From an optimization exercise on the open Yosys and OpenROAD flow, aimed at small area; shortcuts taken in it are not production practice.
The RTL was checked by simulation tests, not by an equivalence proof against the original design.
Power figures rest on the tool's default switching activity, not on a simulated workload.

--- flow/config.mk ---
export PLATFORM = sky130hd
export DESIGN_NAME = MainClock
export DESIGN_NICKNAME = MainClock
export VERILOG_FILES = /design/flow/design.v
export SDC_FILE = /design/flow/constraint.sdc
export NUM_CORES = 4
export LEC_CHECK = 0
export CAP_MARGIN = 20
export CORE_MARGIN = 2
export CORE_UTILIZATION = 40
export SLEW_MARGIN = 20
--- flow/constraint.sdc ---
create_clock -name core_clock -period 10.0 [get_ports {CP50}]
set_input_delay 2.0000 -clock core_clock [delete_from_list [all_inputs] [get_ports {CP50}]]
set_output_delay 2.0000 -clock core_clock [all_outputs]
set_load 0.01 [all_outputs]
--- flow/design.v ---
`timescale 1ns / 1ps
module Divider50MHz(
	input CLK_50M,
	input nCLR,
	output reg CLK_1HzOut,
	output Tick
    );
	 parameter N=25;
	 parameter CLK_Freq=50000000; 
	 parameter OUT_Freq=1;
	 reg [N-1:0] CountDiv;
	 assign Tick = ~(CountDiv<(CLK_Freq/(2*OUT_Freq)-1));
	 always@(posedge CLK_50M or negedge nCLR)begin
		if(~nCLR)begin
			CLK_1HzOut<=0;
			CountDiv<=0;
		end
		else begin
			if(CountDiv<(CLK_Freq/(2*OUT_Freq)-1))
				CountDiv<=CountDiv+1'b1;
			else begin
				CountDiv<=0;
				CLK_1HzOut<=~CLK_1HzOut;
			end
		 end
		end
endmodule
`timescale 1ns / 1ps
module Divider1000(
	input CLK_50M,
	input nCLR,
	output reg CLK_1HzOut,
	output Tick
    );
	 parameter N=25;
	 parameter CLK_Freq=50000000; 
	 parameter OUT_Freq=100;
	 reg [N-1:0] CountDiv;
	 assign Tick = ~(CountDiv<(CLK_Freq/(2*OUT_Freq)-1));
	 always@(posedge CLK_50M or negedge nCLR)begin
		if(~nCLR)begin
			CLK_1HzOut<=0;
			CountDiv<=0;
		end
		else begin
			if(CountDiv<(CLK_Freq/(2*OUT_Freq)-1))
				CountDiv<=CountDiv+1'b1;
			else begin
				CountDiv<=0;
				CLK_1HzOut<=~CLK_1HzOut;
			end
		 end
		end
endmodule
`timescale 1ns / 1ps
module Counter10(
	input CP,
	input nCR,
	input EN,
	output reg [3:0] Q
    );
	always@(posedge CP or negedge nCR)begin
		if(~nCR) Q<=4'b0000;
		else if(~EN) Q<=Q;
		else if(Q==4'b1001) Q<=4'b0000;
		else Q<=Q+1'b1;
	end
endmodule
`timescale 1ns / 1ps
module Counter6(
	input CP,
	input nCR,
	input EN,
	output reg [3:0] Q
    );
	always@(posedge CP or negedge nCR)begin
		if(~nCR) Q<=4'b0000;
		else if(~EN) Q<=Q;
		else if(Q==4'b0101) Q<=4'b0000;
		else Q<=Q+1'b1;
	end
endmodule
`timescale 1ns / 1ps
module Counter24(
   output reg [3:0] CntH,CntL,
	input CP,nCR,EN
    );
	always@(posedge CP or negedge nCR)begin
		if(~nCR) {CntH,CntL}<=8'h00;
		else if(~EN) {CntH,CntL}<={CntH,CntL};
		else if((CntH>2)||(CntL>9)||((CntH==2)&&(CntL>=3)))begin  
			{CntH,CntL}<=8'h00;
		end
		else if(CntL==9)begin  
			CntH<=CntH+1'b1;
			CntL<=4'b0000;
		end
		else begin
			CntH<=CntH;
			CntL<=CntL+1'b1;
		end
	end
endmodule
`timescale 1ns / 1ps
module Alarm(
    EN,CP,STEP,nCR,LEDAlarm
    );
	 input CP,STEP,nCR,EN;
    output reg LEDAlarm;
always@(posedge CP or negedge nCR)begin
	 if(~nCR)begin
		LEDAlarm<=0;
	 end else if(STEP)begin
		if(EN==1) LEDAlarm<=~LEDAlarm;
		else LEDAlarm<=0;
	 end
end
endmodule
`timescale 1ns / 1ps
module Zhengdian(
	input EN,CP,STEP,nCR,
	output reg LEDZ
    );
	 always@(posedge CP or negedge nCR)begin
		if(~nCR) LEDZ<=0;
		else if (~STEP) LEDZ<=LEDZ;
		else if (~EN) LEDZ<=0;
		else LEDZ<=~LEDZ;
	end
endmodule
`timescale 1ns / 1ps
module Refresh(
	CP,STEP,HEX,Choose,HEX0,HEX1,HEX2,HEX3,nCR
    );
	 input CP,STEP,nCR;
	 input [6:0] HEX0,HEX1,HEX2,HEX3;
	 output reg [3:0] Choose;
	 output reg [6:0] HEX;
	 always@(posedge CP or negedge nCR)begin
	 if(~nCR) begin Choose<=4'b1110;HEX<=7'b1111111;end
		else if(STEP) begin
		case(Choose)
			4'b1110: begin Choose<=4'b1101;HEX<=HEX1;end
			4'b1101: begin Choose<=4'b1011;HEX<=HEX2;end
			4'b1011: begin Choose<=4'b0111;HEX<=HEX3;end
			default: begin Choose<=4'b1110;HEX<=HEX0;end
		endcase
		end
	 end
endmodule
`timescale 1ns / 1ps
module DisplayControl(
    Hour,Minutes,Second,AHour,AMinutes,
    SwitchMHToS,DisplayA,HEX0,HEX1,HEX2,HEX3
    );
input [7:0] Hour,Minutes,Second,AHour,AMinutes;
input SwitchMHToS,DisplayA;
output reg [6:0] HEX0,HEX1,HEX2,HEX3;
always@(*)begin
    if (DisplayA==1)begin  
        case(AHour[7:4])     
			4'h1:HEX3=7'b1111001; 
			4'h2:HEX3=7'b0100100; 
			4'h3:HEX3=7'b0110000; 
			4'h4:HEX3=7'b0011001; 
			4'h5:HEX3=7'b0010010; 
			4'h6:HEX3=7'b0000010; 
			4'h7:HEX3=7'b1111000; 
			4'h8:HEX3=7'b0000000; 
			4'h9:HEX3=7'b0011000; 
			4'h0:HEX3=7'b1000000; 
			default:HEX3=7'b1111111; 
		endcase
        case(AHour[3:0])     
			4'h1:HEX2=7'b1111001; 
			4'h2:HEX2=7'b0100100; 
			4'h3:HEX2=7'b0110000; 
			4'h4:HEX2=7'b0011001; 
			4'h5:HEX2=7'b0010010; 
			4'h6:HEX2=7'b0000010; 
			4'h7:HEX2=7'b1111000; 
			4'h8:HEX2=7'b0000000; 
			4'h9:HEX2=7'b0011000; 
			4'h0:HEX2=7'b1000000; 
			default:HEX2=7'b1111111; 
		endcase
        case(AMinutes[7:4])     
			4'h1:HEX1=7'b1111001; 
			4'h2:HEX1=7'b0100100; 
			4'h3:HEX1=7'b0110000; 
			4'h4:HEX1=7'b0011001; 
			4'h5:HEX1=7'b0010010; 
			4'h6:HEX1=7'b0000010; 
			4'h7:HEX1=7'b1111000; 
			4'h8:HEX1=7'b0000000; 
			4'h9:HEX1=7'b0011000; 
			4'h0:HEX1=7'b1000000; 
			default:HEX1=7'b1111111; 
		endcase
        case(AMinutes[3:0])     
			4'h1:HEX0=7'b1111001; 
			4'h2:HEX0=7'b0100100; 
			4'h3:HEX0=7'b0110000; 
			4'h4:HEX0=7'b0011001; 
			4'h5:HEX0=7'b0010010; 
			4'h6:HEX0=7'b0000010; 
			4'h7:HEX0=7'b1111000; 
			4'h8:HEX0=7'b0000000; 
			4'h9:HEX0=7'b0011000; 
			4'h0:HEX0=7'b1000000; 
			default:HEX0=7'b1111111; 
		endcase
    end else if(SwitchMHToS==1)begin   
		  case(Minutes[7:4])     
			4'h1:HEX3=7'b1111001; 
			4'h2:HEX3=7'b0100100; 
			4'h3:HEX3=7'b0110000; 
			4'h4:HEX3=7'b0011001; 
			4'h5:HEX3=7'b0010010; 
			4'h6:HEX3=7'b0000010; 
			4'h7:HEX3=7'b1111000; 
			4'h8:HEX3=7'b0000000; 
			4'h9:HEX3=7'b0011000; 
			4'h0:HEX3=7'b1000000; 
			default:HEX3=7'b1111111; 
		  endcase
		  case(Minutes[3:0])     
			4'h1:HEX2=7'b1111001; 
			4'h2:HEX2=7'b0100100; 
			4'h3:HEX2=7'b0110000; 
			4'h4:HEX2=7'b0011001; 
			4'h5:HEX2=7'b0010010; 
			4'h6:HEX2=7'b0000010; 
			4'h7:HEX2=7'b1111000; 
			4'h8:HEX2=7'b0000000; 
			4'h9:HEX2=7'b0011000; 
			4'h0:HEX2=7'b1000000; 
			default:HEX2=7'b1111111; 
		endcase
        case(Second[7:4])     
			4'h1:HEX1=7'b1111001; 
			4'h2:HEX1=7'b0100100; 
			4'h3:HEX1=7'b0110000; 
			4'h4:HEX1=7'b0011001; 
			4'h5:HEX1=7'b0010010; 
			4'h6:HEX1=7'b0000010; 
			4'h7:HEX1=7'b1111000; 
			4'h8:HEX1=7'b0000000; 
			4'h9:HEX1=7'b0011000; 
			4'h0:HEX1=7'b1000000; 
			default:HEX1=7'b1111111; 
		endcase
        case(Second[3:0])     
			4'h1:HEX0=7'b1111001; 
			4'h2:HEX0=7'b0100100; 
			4'h3:HEX0=7'b0110000; 
			4'h4:HEX0=7'b0011001; 
			4'h5:HEX0=7'b0010010; 
			4'h6:HEX0=7'b0000010; 
			4'h7:HEX0=7'b1111000; 
			4'h8:HEX0=7'b0000000; 
			4'h9:HEX0=7'b0011000; 
			4'h0:HEX0=7'b1000000; 
			default:HEX0=7'b1111111; 
		endcase
    end else begin  
        case(Hour[7:4])     
			4'h1:HEX3=7'b1111001; 
			4'h2:HEX3=7'b0100100; 
			4'h3:HEX3=7'b0110000; 
			4'h4:HEX3=7'b0011001; 
			4'h5:HEX3=7'b0010010; 
			4'h6:HEX3=7'b0000010; 
			4'h7:HEX3=7'b1111000; 
			4'h8:HEX3=7'b0000000; 
			4'h9:HEX3=7'b0011000; 
			4'h0:HEX3=7'b1000000; 
			default:HEX3=7'b1111111; 
		endcase
        case(Hour[3:0])     
			4'h1:HEX2=7'b1111001; 
			4'h2:HEX2=7'b0100100; 
			4'h3:HEX2=7'b0110000; 
			4'h4:HEX2=7'b0011001; 
			4'h5:HEX2=7'b0010010; 
			4'h6:HEX2=7'b0000010; 
			4'h7:HEX2=7'b1111000; 
			4'h8:HEX2=7'b0000000; 
			4'h9:HEX2=7'b0011000; 
			4'h0:HEX2=7'b1000000; 
			default:HEX2=7'b1111111; 
		endcase
        case(Minutes[7:4])     
			4'h1:HEX1=7'b1111001; 
			4'h2:HEX1=7'b0100100; 
			4'h3:HEX1=7'b0110000; 
			4'h4:HEX1=7'b0011001; 
			4'h5:HEX1=7'b0010010; 
			4'h6:HEX1=7'b0000010; 
			4'h7:HEX1=7'b1111000; 
			4'h8:HEX1=7'b0000000; 
			4'h9:HEX1=7'b0011000; 
			4'h0:HEX1=7'b1000000; 
			default:HEX1=7'b1111111; 
		endcase
        case(Minutes[3:0])     
			4'h1:HEX0=7'b1111001; 
			4'h2:HEX0=7'b0100100; 
			4'h3:HEX0=7'b0110000; 
			4'h4:HEX0=7'b0011001; 
			4'h5:HEX0=7'b0010010; 
			4'h6:HEX0=7'b0000010; 
			4'h7:HEX0=7'b1111000; 
			4'h8:HEX0=7'b0000000; 
			4'h9:HEX0=7'b0011000; 
			4'h0:HEX0=7'b1000000; 
			default:HEX0=7'b1111111; 
		endcase
    end
	 end
endmodule
`timescale 1ns / 1ps
module Hour12(
	input [7:0] H24,
	input Ctrl,
	output reg [7:0] H
    );
	always@(*)begin
		if(Ctrl==0) H=H24;
		else case(H24)
			8'h00: H=8'h12;
			8'h13: H=8'h01;
			8'h14: H=8'h02;
			8'h15: H=8'h03;
			8'h16: H=8'h04;
			8'h17: H=8'h05;
			8'h18: H=8'h06;
			8'h19: H=8'h07;
			8'h20: H=8'h08;
			8'h21: H=8'h09;
			8'h22: H=8'h10;
			8'h23: H=8'h11;
			default: H=H24;
		endcase
	end
endmodule
`timescale 1ns / 1ps
module MainClock(
	input CP50,  
	input Ctrl24To12,  
	input nCR,EN,  
	input SwitchMHToS,DisplayA,  
	input AdjH,AdjM,  
	output LEDAlarm,LED0,LEDZ,  
	output [3:0] Choose,  
	output [6:0] HEX  
    );
wire [6:0] HEX0,HEX1,HEX2,HEX3;
wire CP1,T1,Tick1;
wire CP1000,T1000;
wire [7:0] Hour,Minutes,Second;
wire [7:0] AHour,AMinutes;
wire [7:0] HourD,AHourD;
wire MinCarry,MinL_EN,MinH_EN,Hour_EN,AMinL_EN,AMinH_EN,AHour_EN;
Divider50MHz #(.N(25),
		 .CLK_Freq(1000), 
		 .OUT_Freq(1))		  
			 U0(.CLK_50M(CP50),
					 .nCLR(nCR),
					 .CLK_1HzOut(CP1),
					 .Tick(T1));
assign Tick1=T1&~CP1;
Counter10 S0(CP50,nCR,Tick1&EN,Second[3:0]);
Counter6  S1(CP50,nCR,Tick1&EN&(Second[3:0]==4'h9),Second[7:4]);
Counter10 M0(CP50,nCR,MinL_EN,Minutes[3:0]);
Counter6  M1(CP50,nCR,MinH_EN,Minutes[7:4]);
assign MinCarry=EN&&(Second==8'h59);
assign MinL_EN=Tick1&&((AdjM&&(DisplayA==0))||MinCarry);
assign MinH_EN=MinL_EN&&(Minutes[3:0]==4'h9);
Counter24 H0(Hour[7:4],Hour[3:0],CP50,nCR,Hour_EN);
assign Hour_EN=Tick1&&((AdjH&&!DisplayA)||(MinCarry&&(Minutes==8'h59)));
Hour12 HC(Hour,Ctrl24To12,HourD);
Hour12 AHC(AHour,Ctrl24To12,AHourD);
assign LED0=Ctrl24To12&&((DisplayA?AHour:Hour)>=8'h12);
Zhengdian Z0((Second<HourD&&Minutes==8'h00),CP50,T1,nCR,LEDZ);
Alarm Al(((AHour==Hour)&&(AMinutes==Minutes)),CP50,T1,nCR,LEDAlarm);
Counter10 AM0(CP50,nCR,AMinL_EN,AMinutes[3:0]);
Counter6  AM1(CP50,nCR,AMinH_EN,AMinutes[7:4]);
assign AMinL_EN=Tick1&&AdjM&&DisplayA;
assign AMinH_EN=AMinL_EN&&(AMinutes[3:0]==4'h9);
Counter24 AH0(AHour[7:4],AHour[3:0],CP50,nCR,AHour_EN);
assign AHour_EN=Tick1&&AdjH&&DisplayA;
DisplayControl D(HourD,Minutes,Second,AHourD,AMinutes,SwitchMHToS,DisplayA,HEX0,HEX1,HEX2,HEX3);
Divider1000 #(.N(25),
		 .CLK_Freq(1000), 
		 .OUT_Freq(100))	 
			 Di0(.CLK_50M(CP50),
					 .nCLR(nCR),
					 .CLK_1HzOut(CP1000),
					 .Tick(T1000));
Refresh R0(CP50,T1000,HEX,Choose,HEX0,HEX1,HEX2,HEX3,nCR);
endmodule
--- flow/run.sh ---
#!/bin/bash
# synth_recipe.tcl (not shown) runs the flow's synth.tcl, then flattens the netlist and writes it again
# the make line also repeats each setting of config.mk as NAME=value (left out here)
make -C /OpenROAD-flow-scripts/flow DESIGN_CONFIG=/design/flow/config.mk WORK_HOME=/design/flow/orfs CLKGATE_MAP_FILE= SYNTH_SCRIPT=/design/flow/synth_recipe.tcl finish
==> run notes <==
-- through the flow --
step	area, um^2	total power [mW]
3_3_place_gp	8070	1.77
5_1_grt	8350	2.34
4_1_cts	8350	2.15
3_5_place_dp	8070	1.78
2_1_floorplan	7750	1.47
6_report	8350	2.15
-- registers in the layout, indices dropped and copies added, names as in the netlist --
| name | count |
|---|---|
| AH0.CntH | 4 |
| AH0.CntL | 4 |
| AM0.Q | 4 |
| AM1.Q | 4 |
| Al.LEDAlarm | 1 |
| Di0.CountDiv | 25 |
| H0.CntH | 4 |
| H0.CntL | 4 |
| M0.Q | 4 |
| M1.Q | 4 |
| R0.Choose | 4 |
| R0.HEX | 7 |
| S0.Q | 4 |
| S1.Q | 4 |
| U0.CLK_1HzOut | 1 |
| U0.CountDiv | 25 |
| Z0.LEDZ | 1 |
-- cell usage in the layout, fill, tap and decap left out, types with 4 or more instances in the layout --
master / n
sky130_fd_sc_hd__a211o_1: 8
sky130_fd_sc_hd__a211oi_1: 10
sky130_fd_sc_hd__a21o_1: 7
sky130_fd_sc_hd__a21oi_1: 80
sky130_fd_sc_hd__a31oi_1: 14
sky130_fd_sc_hd__and2_1: 5
sky130_fd_sc_hd__and3_1: 8
sky130_fd_sc_hd__buf_4: 4
sky130_fd_sc_hd__clkbuf_16: 9
sky130_fd_sc_hd__clkdlybuf4s50_1: 20
sky130_fd_sc_hd__conb_1: 38
sky130_fd_sc_hd__dfrtp_1: 94
sky130_fd_sc_hd__dfstp_2: 10
sky130_fd_sc_hd__ha_1: 66
sky130_fd_sc_hd__inv_1: 43
sky130_fd_sc_hd__mux2_2: 11
sky130_fd_sc_hd__mux2i_1: 10
sky130_fd_sc_hd__nand2_1: 68
sky130_fd_sc_hd__nand2b_1: 16
sky130_fd_sc_hd__nand3_1: 22
sky130_fd_sc_hd__nand4_1: 9
sky130_fd_sc_hd__nand4b_1: 4
sky130_fd_sc_hd__nor2_1: 76
sky130_fd_sc_hd__nor2b_1: 11
sky130_fd_sc_hd__nor3_1: 22
sky130_fd_sc_hd__nor3b_1: 5
sky130_fd_sc_hd__nor4_1: 15
sky130_fd_sc_hd__nor4b_1: 4
sky130_fd_sc_hd__o2111ai_1: 5
sky130_fd_sc_hd__o211ai_1: 4
sky130_fd_sc_hd__o21ai_0: 83
sky130_fd_sc_hd__o221ai_1: 8
sky130_fd_sc_hd__o22ai_1: 6
sky130_fd_sc_hd__o311a_1: 4
sky130_fd_sc_hd__o311ai_0: 4
sky130_fd_sc_hd__o31ai_1: 6
sky130_fd_sc_hd__or2_2: 8
sky130_fd_sc_hd__or3_1: 4
sky130_fd_sc_hd__xnor2_1: 10
sky130_fd_sc_hd__xor2_1: 20
-- cell families (layout without fill, tap and decap cells) --
group           after synthesis  after routing  share of synthesized area, %
buf+inv                      94             84                          4.91
other cells                   1             38                        0.0493
simple gates                298            298                          20.5
fa+ha+maj                    66             66                          10.8
compound gates              277            277                          22.9
mux                          21             21                          2.94
flops                       104            104                          34.4
xor+xnor                     30             30                          3.45
-- worst max-delay path: cells and delay by family --
kind                   cells  cell delay (ns)
buffers and inverters      4             1.71
and+or+nand+nor            1             0.18
AOI/OAI and AO/OA          1             0.16
-- power groups by stage --
stage               logic (mW)  clock network [mW]  registers, mW
floorplan                0.864                   0          0.604
global placement          1.03                   0          0.734
detailed placement        1.04                   0          0.734
CTS                       1.05               0.371          0.726
global route              1.20               0.385          0.755
finish                    1.06               0.357          0.726
-- layer usage --
layer	share of wire (%)	global-route usage (%)	wire length (um)
met2	46	33.0	9310
met3	4.3	3.33	864
met4	2.4	6.37	481
met5	0	0	0
met1	47	29.8	9560
-- final cells by class --
type	count	area, um^2
tap	234	293
fill	1836	10400
multi-input combinational	730	4760
clock inverter	6	57.6
clock buffer	10	229
inverter	44	165
timing repair buffer	24	230
sequential	104	2620
-- worst max path at each step --
stage | from | end | slack, ns | depth (start not counted)
after floorplan | DisplayA | LED0 | 5.11 | 4
after detailed placement | DisplayA | LED0 | 3.93 | 6
after CTS | DisplayA | LED0 | 3.93 | 6
final | DisplayA | LED0 | 3.91 | 6
after global placement | DisplayA | LED0 | 3.93 | 6
after global routing | DisplayA | LED0 | 3.79 | 6
==> run notes <==
# TYPE chip_impl_metric gauge
chip_impl_metric{name="place.port_buffers",unit=""} 21
chip_impl_metric{name="ys_async_sr_fraction",unit="%"} 100
chip_impl_metric{name="viasPerCell",unit=""} 5.63
chip_impl_metric{name="dpl_worst_slack",unit="ns"} 3.93
chip_impl_info{name="synth-main-ff-cell",value="sky130_fd_sc_hd__dfrtp_1"} 1
chip_impl_metric{name="grt_max_degree",unit=""} 54
chip_impl_metric{name="worst_hold_slack",unit="ns"} 0.441
chip_impl_metric{name="detailroute.via_count",unit=""} 6485
chip_impl_metric{name="drcViolationCount",unit=""} 0
chip_impl_metric{name="synth_seq_cells",unit=""} 104
chip_impl_metric{name="io-pin-count",unit=""} 22
chip_impl_metric{name="cellPowerDensity",unit="nW/um^2"} 257
chip_impl_metric{name="fp.dieArea",unit="um^2"} 20100
chip_impl_info{name="critical_path.cell_chain",value="clkdlybuf4s50_1, buf_4, inv_1, o2111ai_1, and3_1, clkdlybuf4s50_1"} 1
chip_impl_metric{name="p_comb_share",unit="%"} 49.6
chip_impl_metric{name="cts_resized",unit=""} 0
chip_impl_metric{name="grt_overflow",unit=""} 0
chip_impl_metric{name="cts_max_level",unit=""} 3
chip_impl_metric{name="vdd_ir_drop_max",unit="V"} 0.000106
chip_impl_info{name="yosysMostFrequentCell",value="sky130_fd_sc_hd__dfrtp_1"} 1
chip_impl_metric{name="timing.final.max_slew_violations",unit=""} 0
chip_impl_metric{name="drt_first_pass_iters",unit=""} 6
chip_impl_metric{name="rows",unit=""} 50
chip_impl_metric{name="final-hold-violation-count",unit=""} 0
chip_impl_metric{name="synthToLayoutAreaGrowth",unit="%"} 9.71
chip_impl_metric{name="core",unit="um^2"} 18700
chip_impl_info{name="timing.hold.worst.class",value="flop to flop"} 1
chip_impl_metric{name="netlist_area",unit="um^2"} 7610
chip_impl_info{name="run_status",value="complete, no violations"} 1
chip_impl_metric{name="first_global_vias",unit=""} 6054
chip_impl_metric{name="wirelength",unit="um"} 20200
chip_impl_info{name="critPathMostFrequentCell",value="sky130_fd_sc_hd__clkdlybuf4s50_1"} 1
chip_impl_metric{name="switching_share",unit="%"} 47.6
chip_impl_metric{name="drive_above_1_share",unit="%"} 7.41
chip_impl_metric{name="clk_pin_slew_worst_paths",unit="ns"} 0.08
chip_impl_info{name="synth.area.top_cells",value="sky130_fd_sc_hd__dfrtp_1 (31%), sky130_fd_sc_hd__ha_1 (11%), sky130_fd_sc_hd__o21ai_0 (5.5%)"} 1
chip_impl_metric{name="ant_nets",unit=""} 0
chip_impl_info{name="critPathCaptureType",value="output port"} 1
chip_impl_metric{name="timing.final.crit_share",unit="%"} 60.9
chip_impl_info{name="worstSetupPathType",value="input port to output port"} 1
chip_impl_metric{name="antenna_found_initial",unit=""} 0
chip_impl_info{name="worst_hold_startpoint",value="Di0.CountDiv[0]"} 1
chip_impl_metric{name="synth_edf_count",unit=""} 0
chip_impl_metric{name="tritoncts_num_sinks",unit=""} 104
chip_impl_metric{name="max_freq",unit="MHz"} 164
chip_impl_metric{name="initial_cell_density_of_the_core",unit="%"} 40.7
chip_impl_metric{name="power.share.sequential",unit="%"} 33.8
chip_impl_info{name="rsz0062_at_grt",value="false"} 1
chip_impl_info{name="rr_endpoint",value="R0.HEX[1]"} 1
chip_impl_info{name="cts_root_buf",value="sky130_fd_sc_hd__clkbuf_16"} 1
chip_impl_metric{name="cts_hold_buffers",unit=""} 0
chip_impl_metric{name="final_core_utilization",unit="%"} 44.6
chip_impl_metric{name="wl_per_cell",unit="um"} 17.6
chip_impl_metric{name="crit_path_max_fanout",unit=""} 33
chip_impl_metric{name="worst_skew_pair.late_latency",unit="ns"} 0.37
chip_impl_info{name="post_synthesis_cell_type_with_the_largest_combined_area",value="sky130_fd_sc_hd__dfrtp_1"} 1
chip_impl_metric{name="ys_types",unit=""} 80
chip_impl_metric{name="finalNetCount",unit=""} 987
chip_impl_metric{name="post-synth-top-area-fraction",unit="%"} 30.9
chip_impl_metric{name="synth-seq-area-share",unit="%"} 34.4
chip_impl_metric{name="finalCriticalPeriod",unit="ns"} 6.09
chip_impl_metric{name="first_pass_grt_wire_length",unit="um"} 33000
chip_impl_metric{name="maxCapViolCount",unit=""} 0
chip_impl_metric{name="clock-skew-final",unit="ns"} 0.0171
chip_impl_metric{name="worstMarginPinSlew",unit="ns"} 0.682
chip_impl_info{name="critPathLaunchType",value="input port"} 1
chip_impl_info{name="synth_commonest_cells",value="sky130_fd_sc_hd__dfrtp_1 (94), sky130_fd_sc_hd__o21ai_0 (83), sky130_fd_sc_hd__a21oi_1 (80)"} 1
chip_impl_metric{name="synthesis.yosys.warnings",unit=""} 10
chip_impl_metric{name="net_load_switching_power",unit="mW"} 1.02
chip_impl_metric{name="synthesis.instances",unit=""} 891
chip_impl_metric{name="globalplace.congestion",unit=""} 0.919
chip_impl_metric{name="p_leak",unit="nW"} 3.65
chip_impl_info{name="hold-path-endpoint",value="Di0.CountDiv[0]"} 1
chip_impl_metric{name="power_frac_clock",unit="%"} 16.6
chip_impl_info{name="cts_tree",value="yes"} 1
chip_impl_metric{name="clockBufferDepth",unit=""} 2
chip_impl_metric{name="postSynthAreaPerCell",unit="um^2"} 8.54
chip_impl_metric{name="hold_path_depth",unit=""} 1
chip_impl_metric{name="timing.reg2reg.worst_path_depth",unit=""} 11
chip_impl_metric{name="critPathArrivalTime",unit="ns"} 4.09
chip_impl_metric{name="setup-violations-final",unit=""} 0
chip_impl_metric{name="post_cts_buffers",unit=""} 0
chip_impl_metric{name="cell_internal_pwr",unit="mW"} 1.12
chip_impl_metric{name="numPlacedInstances",unit=""} 1136
chip_impl_info{name="regToRegStartpoint",value="H0.CntH[1]"} 1
chip_impl_metric{name="die_w",unit="um"} 142
chip_impl_metric{name="slowest_delay",unit="ns"} 0.53
chip_impl_metric{name="reg2reg_slack",unit="ns"} 6.32
chip_impl_metric{name="instances_no_fill",unit=""} 1152
chip_impl_metric{name="timing.critical_path.required",unit="ns"} 8.00
chip_impl_metric{name="antenna_cells",unit=""} 0
chip_impl_metric{name="slew_headroom",unit="%"} 54.5
chip_impl_metric{name="numCtsBuffers",unit=""} 9
chip_impl_metric{name="detailed_place_hpwl",unit="um"} 14800
chip_impl_metric{name="fin_tns_setup",unit="ns"} 0
chip_impl_info{name="critical_path.slowest_cell",value="sky130_fd_sc_hd__clkdlybuf4s50_1"} 1
chip_impl_metric{name="die_y",unit="um"} 142
chip_impl_metric{name="finalWorstSetupSlack",unit="ns"} 3.91
chip_impl_metric{name="violation_count_after_the_first_detailed_route_iteration",unit=""} 581
chip_impl_metric{name="grt_usage",unit="%"} 21.0

## what the ideal ports hide
No port has a modelled driver above. Below, the same layout with a new extraction and two added sets of constraints.
Step 1: set_driving_cell puts a clkbuf_16 on CP50 and a buf_2 on each other input, an assumption about the parent block.
Step 2 moves the port delays by t, midway between the first and last clock arrival at a register: inputs arrive t later, outputs are due t later. That takes back most of the time a late clock gives input paths.
Three values: ideal ports, drivers, drivers and shift; two values: the first two.
shift t [ns]: 0.409
setup WS [ns]: 3.913 / 3.891 / 3.891
latest minus earliest clock arrival (ns): 0.017 / 0.017
worst data-port slew with drivers (ns): 0.04
cell pins on the clock port's net: 1
After both steps setup and hold are still met in this run. For this run, drivers alone change the setup slack by -0.022 ns; drivers and shift together by -0.022 ns.
